Source: an optimization exercise on an open RTL-to-GDS flow (aim: small area). Production flows keep margins and buffers that such runs may drop.
Only simulation tests tie the RTL to the original design; equivalence was not proved.

### design/flow/config.mk
export PLATFORM = sky130hd
export DESIGN_NAME = Cordic
export DESIGN_NICKNAME = Cordic
export VERILOG_FILES = /design/flow/design.v
export SDC_FILE = /design/flow/constraint.sdc
export NUM_CORES = 4
export LEC_CHECK = 0
export CAP_MARGIN = 20
export CORE_MARGIN = 2
export CORE_UTILIZATION = 40
export SLEW_MARGIN = 20
### design/flow/design.v
module CordicMachine #(parameter SH = 0) (
	input [12:0] a,
	input [12:0] b,
	input inv,
	output [12:0] s
);
	wire signed [12:0] bs = b;
	wire [12:0] bsh = bs >>> SH;
	wire [12:0] bx = bsh ^ {13{inv}};
	assign s = a + bx + inv;
endmodule
module Cordic(
	input clk,
	input [12:0] x_0,
	input [12:0] y_0,
	input [12:0] z_0,
	output [12:0] x_N,
	output [12:0] y_N,
	output [12:0] z_N
);
	wire [12:0] xs0 = x_0, ys0 = y_0;
	wire [12:0] zs0 = z_0;
	wire d0 = zs0[12];   
	wire [12:0] xn0, yn0;
	wire [12:0] zf0;
	CordicMachine #(.SH(0)) ax0 (.a(xs0), .b(ys0), .inv(~d0), .s(xn0));
	CordicMachine #(.SH(0)) ay0 (.a(ys0), .b(xs0), .inv(d0), .s(yn0));
	assign zf0 = d0 ? zs0 + 13'd2880 : zs0 - 13'd2880;
	reg [12:0] xr1; reg [12:1] yr1; reg [12:0] zr1;
	always @(posedge clk) begin xr1 <= xn0; yr1 <= yn0[12:1]; zr1 <= zf0[12:0]; end
	wire [12:0] xs1 = xr1, ys1 = {yr1, xr1[0]};   
	wire [12:0] zs1 = zr1;
	wire d1 = zs1[12];   
	wire [12:0] xn1, yn1;
	wire [12:0] zf1;
	CordicMachine #(.SH(1)) ax1 (.a(xs1), .b(ys1), .inv(~d1), .s(xn1));
	CordicMachine #(.SH(1)) ay1 (.a(ys1), .b(xs1), .inv(d1), .s(yn1));
	assign zf1 = d1 ? zs1 + 13'd1700 : zs1 - 13'd1700;
	reg [12:0] xr2, yr2; reg [11:0] zr2;
	always @(posedge clk) begin xr2 <= xn1; yr2 <= yn1; zr2 <= zf1[11:0]; end
	wire [12:0] xs2 = xr2, ys2 = yr2;
	wire [11:0] zs2 = zr2;
	wire d2 = zs2[11];   
	wire [12:0] xn2, yn2;
	wire [11:0] zf2;
	CordicMachine #(.SH(2)) ax2 (.a(xs2), .b(ys2), .inv(~d2), .s(xn2));
	CordicMachine #(.SH(2)) ay2 (.a(ys2), .b(xs2), .inv(d2), .s(yn2));
	assign zf2 = d2 ? zs2 + 12'd898 : zs2 - 12'd898;
	reg [12:0] xr3, yr3; reg [10:0] zr3;
	always @(posedge clk) begin xr3 <= xn2; yr3 <= yn2; zr3 <= zf2[10:0]; end
	wire [12:0] xs3 = xr3, ys3 = yr3;
	wire [10:0] zs3 = zr3;
	wire d3 = zs3[10];   
	wire [12:0] xn3, yn3;
	wire [10:0] zf3;
	CordicMachine #(.SH(3)) ax3 (.a(xs3), .b(ys3), .inv(~d3), .s(xn3));
	CordicMachine #(.SH(3)) ay3 (.a(ys3), .b(xs3), .inv(d3), .s(yn3));
	assign zf3 = d3 ? zs3 + 11'd456 : zs3 - 11'd456;
	reg [12:0] xr4, yr4; reg [9:0] zr4;
	always @(posedge clk) begin xr4 <= xn3; yr4 <= yn3; zr4 <= zf3[9:0]; end
	wire [12:0] xs4 = xr4, ys4 = yr4;
	wire [9:0] zs4 = zr4;
	wire d4 = zs4[9];   
	wire [12:0] xn4, yn4;
	wire [9:0] zf4;
	CordicMachine #(.SH(4)) ax4 (.a(xs4), .b(ys4), .inv(~d4), .s(xn4));
	CordicMachine #(.SH(4)) ay4 (.a(ys4), .b(xs4), .inv(d4), .s(yn4));
	assign zf4 = d4 ? zs4 + 10'd228 : zs4 - 10'd228;
	reg [12:0] xr5, yr5; reg [8:0] zr5;
	always @(posedge clk) begin xr5 <= xn4; yr5 <= yn4; zr5 <= zf4[8:0]; end
	wire [12:0] xs5 = xr5, ys5 = yr5;
	wire [8:0] zs5 = zr5;
	wire d5 = zs5[8];   
	wire [12:0] xn5, yn5;
	wire [8:0] zf5;
	CordicMachine #(.SH(5)) ax5 (.a(xs5), .b(ys5), .inv(~d5), .s(xn5));
	CordicMachine #(.SH(5)) ay5 (.a(ys5), .b(xs5), .inv(d5), .s(yn5));
	assign zf5 = d5 ? zs5 + 9'd114 : zs5 - 9'd114;
	reg [12:0] xr6, yr6; reg [7:0] zr6;
	always @(posedge clk) begin xr6 <= xn5; yr6 <= yn5; zr6 <= zf5[7:0]; end
	wire [12:0] xs6 = xr6, ys6 = yr6;
	wire [7:0] zs6 = zr6;
	wire d6 = zs6[7];   
	wire [12:0] xn6, yn6;
	wire [7:0] zf6;
	CordicMachine #(.SH(6)) ax6 (.a(xs6), .b(ys6), .inv(~d6), .s(xn6));
	CordicMachine #(.SH(6)) ay6 (.a(ys6), .b(xs6), .inv(d6), .s(yn6));
	assign zf6 = d6 ? zs6 + 8'd57 : zs6 - 8'd57;
	reg [12:0] xr7, yr7; reg [6:0] zr7;
	always @(posedge clk) begin xr7 <= xn6; yr7 <= yn6; zr7 <= zf6[6:0]; end
	wire [12:0] xs7 = xr7, ys7 = yr7;
	wire [6:0] zs7 = zr7;
	wire d7 = zs7[6];   
	wire [12:0] xn7, yn7;
	wire [6:0] zf7;
	CordicMachine #(.SH(7)) ax7 (.a(xs7), .b(ys7), .inv(~d7), .s(xn7));
	CordicMachine #(.SH(7)) ay7 (.a(ys7), .b(xs7), .inv(d7), .s(yn7));
	assign zf7 = d7 ? zs7 + 7'd28 : zs7 - 7'd28;
	reg [12:0] xr8, yr8; reg [5:0] zr8;
	always @(posedge clk) begin xr8 <= xn7; yr8 <= yn7; zr8 <= zf7[5:0]; end
	wire [12:0] xs8 = xr8, ys8 = yr8;
	wire [5:0] zs8 = zr8;
	wire d8 = zs8[5];   
	wire [12:0] xn8, yn8;
	wire [5:0] zf8;
	CordicMachine #(.SH(8)) ax8 (.a(xs8), .b(ys8), .inv(~d8), .s(xn8));
	CordicMachine #(.SH(8)) ay8 (.a(ys8), .b(xs8), .inv(d8), .s(yn8));
	assign zf8 = d8 ? zs8 + 6'd14 : zs8 - 6'd14;
	reg [12:0] xr9, yr9; reg [4:0] zr9;
	always @(posedge clk) begin xr9 <= xn8; yr9 <= yn8; zr9 <= zf8[4:0]; end
	wire [12:0] xs9 = xr9, ys9 = yr9;
	wire [4:0] zs9 = zr9;
	wire d9 = zs9[4];   
	wire [12:0] xn9, yn9;
	wire [4:0] zf9;
	CordicMachine #(.SH(9)) ax9 (.a(xs9), .b(ys9), .inv(~d9), .s(xn9));
	CordicMachine #(.SH(9)) ay9 (.a(ys9), .b(xs9), .inv(d9), .s(yn9));
	assign zf9 = d9 ? zs9 + 5'd7 : zs9 - 5'd7;
	reg [12:0] xr10, yr10; reg [3:0] zr10;
	always @(posedge clk) begin xr10 <= xn9; yr10 <= yn9; zr10 <= zf9[3:0]; end
	wire [12:0] xs10 = xr10, ys10 = yr10;
	wire [3:0] zs10 = zr10;
	assign x_N = xs10;
	assign y_N = ys10;
	assign z_N = {{9{zs10[3]}}, zs10};
endmodule
### design/flow/constraint.sdc
create_clock -name core_clock -period 3.2 [get_ports {clk}]
set_input_delay 0.6400 -clock core_clock [delete_from_list [all_inputs] [get_ports {clk}]]
set_output_delay 0.6400 -clock core_clock [all_outputs]
set_load 0.01 [all_outputs]
### design/flow/run.sh
#!/bin/bash
# synth_recipe.tcl (not shown) runs the flow's synth.tcl, then flattens the netlist and writes it again
# the make line also repeats each setting of config.mk as NAME=value (left out here)
make -C /OpenROAD-flow-scripts/flow DESIGN_CONFIG=/design/flow/config.mk WORK_HOME=/design/flow/orfs CLKGATE_MAP_FILE= SYNTH_SCRIPT=/design/flow/synth_recipe.tcl finish
==> results_dict.tcl <==
set metrics [dict create \
    layout_common_cells "dfxtp_1 (344), xnor2_1 (274), ha_1 (267), a21oi_1 (178), xor2_1 (175)" \
    max_freq_ghz 0.3653 \
    io_pins 79 \
    initial_core_util_pct 40.36 \
    dieArea_mm2 0.05349 \
    cts_tree "done" \
    dp_hpwl_mm 32.73 \
    worst_slew_pin_slew_ns 0.7274 \
    clk_latency_ns 0.56 \
    syn-cell-area_mm2 0.02066 \
    hold_viol 0 \
    arrival_ns 3.17 \
    cts-resized-gates 0 \
    ys_types 55 \
    max-clock-path-buffers 3 \
    core_mm2 0.05120 \
    cap_violations 0 \
    timing.rr.start "zr4[9]" \
    routed_wl_mm 40.40 \
    crit_path_start_kind "register" \
    antenna_found_initial 0 \
    diodes 0 \
    holdWs_ns 0.3243 \
    n_fill_cell 4850 \
    syn_avg_cell_area_um2 9.660 \
    synth_edf_count 0 \
    slew-limit-headroom_pct 51.44 \
    gp_congestion 0.8356 \
    ys_ff_latch 344 \
    design.final.nets 2599 \
    end_kind "register" \
    clock-sinks 344 \
    placed_area_mm2 0.02234 \
    min_from "zr7[1]" \
    track_usage_pct 15.51 \
    numCtsBuffers 40 \
    clock_skew_ns 0.01674 \
    critPathMaxStageDelay_ns 0.54 \
    placementRows 83 \
    ctsHoldBuffers 0 \
    cts_htree_levels 2 \
    die_y_um 231.3 \
    seq_area_frac_synth_pct 33.33 \
    drtIter0Drc 551 \
    ant_nets 0 \
    hp-class "reg2reg" \
    ys.flop_type "dfxtp_1" \
    setup.worst_path.start "zr4[9]" \
    tns_ns 0 \
    grt_pass1_wl_mm 69.06 \
    wl_per_cell_um 13.61 \
    setup.worst_path.class "reg2reg" \
    fp.dieW_um 231.3 \
    min_period_ns 2.738 \
    grt_max_degree 15 \
    vias 14760 \
    syn_inst 2139 \
    overflow 0 \
    place.port_buffers 78 \
    timing.final.crit_share_pct 85.55 \
    setup_viol 0 \
    crit_slowest_cell "dfxtp_1" \
    synthArstFlopShare_pct 0 \
    layout-drive-gt1-share_pct 5.286 \
    cp_num_buf_inv 0 \
    maxSlewViolCount 0 \
    post-cts-setup-buffers 0 \
    grt_pass1_vias 15030 \
    path_clk_slew_ns 0.06 \
    crit_family "simple AND/OR/NAND/NOR gates" \
    critPathMaxFanout 14 \
    drcViolationCount 0 \
    rsz0062_at_grt "no" \
    cp_common_cell "a21oi_1" \
    cp.required_ns 3.63 \
    final_common_cell "dfxtp_1" \
    dr.pass1.iters 5 \
    outcome "complete, no violations" \
    synth_nets 2476 \
    ys_warn_count 1 \
    crit_path_cell_trace "nor2b_1 -> or2_2 -> fa_1 -> nand2b_1 -> a21oi_1 -> nor4_1 -> o31ai_1 -> a21oi_1 -> xnor2_1" \
    syn_to_final_growth_pct 14.74 \
    cts-root-buf "clkbuf_16" \
    finalInstanceArea_mm2 0.02371 \
    vias_per_cell 4.971 \
]
## Yosys cell counts, types with 20 or more instances
| library cell | count | area (um^2) |
|---|---|---|
| o211ai_1 | 23 | 172.7 |
| nand3_1 | 34 | 170.2 |
| o31ai_1 | 20 | 150.1 |
| a31oi_1 | 31 | 193.9 |
| nand4_1 | 21 | 131.4 |
| inv_1 | 149 | 559.3 |
| o21bai_1 | 53 | 397.9 |
| xor2_1 | 175 | 1533 |
| o21ai_1 | 26 | 130.1 |
| o21a_1 | 41 | 307.8 |
| ha_1 | 267 | 3341 |
| xnor2_1 | 274 | 2400 |
| a21o_1 | 56 | 420.4 |
| nor2b_1 | 26 | 162.7 |
| nor2_1 | 97 | 364.1 |
| o21ai_0 | 51 | 255.2 |
| a21oi_1 | 178 | 890.9 |
| nand2_1 | 94 | 352.8 |
| dfxtp_1 | 344 | 6887 |
| o211a_1 | 23 | 230.2 |
| fa_1 | 30 | 600.6 |
## area by class of cell
class | count | area (um^2) | area share [%]
clock buffers | 53 | 1100 | 4.639
flip-flops and latches | 344 | 6887 | 29.04
inverters | 149 | 559.3 | 2.359
multi-input cells | 1616 | 13020 | 54.91
clock inverters | 16 | 266.5 | 1.124
repair buffers | 111 | 1028 | 4.338
well taps | 680 | 850.8 | 3.588
## logic make-up (layout without fill, tap and decap cells)
family                     Yosys count  count (layout)  synth area share (%)
buffers and inverters              179             329                 3.669
muxes                               10              10                0.6116
AOI/OAI and AO/OA                  546             546                 17.26
xor gates and xnor gates           449             449                 19.03
DFF                                344             344                 33.33
and+or+nand+nor                    314             314                 7.030
adders and majority gates          297             297                 19.07
## worst paths after layout
path	slack, ns	depth (start not counted)	endpoint
setup / recovery	0.46	9	xr5[12]
hold / removal	0.32	0	zr8[1]
setup reg to reg	0.46	9	xr5[12]
hold reg to reg	0.32	0	zr8[1]
## metrics by stage
stage / utilization [%] / setup WS [ns] / std cells
CTS: 46.31 / 0.4525 / 2969
floorplan: - / 0.5397 / 2139
detailed placement: 43.64 / 0.03456 / 2900
global placement: 43.64 / 0.1008 / 2900
finish: 46.31 / 0.4625 / 2969
global route: 46.31 / 0.2119 / 2969
## metal layers
| metal | track usage (%) | wire [um] |
|---|---|---|
| met3 | 2.387 | 1055 |
| met5 | 0 | 0 |
| met2 | 30.71 | 21760 |
| met1 | 16.00 | 16030 |
| met4 | 6.351 | 1553 |

[what the ideal ports hide]
How much do the figures lean on ideal ports? The routed layout below was timed once more, with nothing changed but the port constraints. Step 1: set_driving_cell puts a clkbuf_16 on clk and a buf_2 on each other input, an assumption about the parent block. Step 2 also shifts input and output timing later by t, the mid clock arrival at the registers, as if the neighbouring blocks saw the same clock. a / b / c = ideal / step 1 / step 2; a / b = the first two.
t (ns): 0.611
setup WS [ns]: 0.462 / 0.462 / -0.001
hold WS [ns]: 0.324 / 0.324 / 0.324
With both steps, setup timing fails in this run, where it was met with ideal ports. For this run, drivers alone change the setup slack by 0.000 ns; drivers and shift together by -0.463 ns.
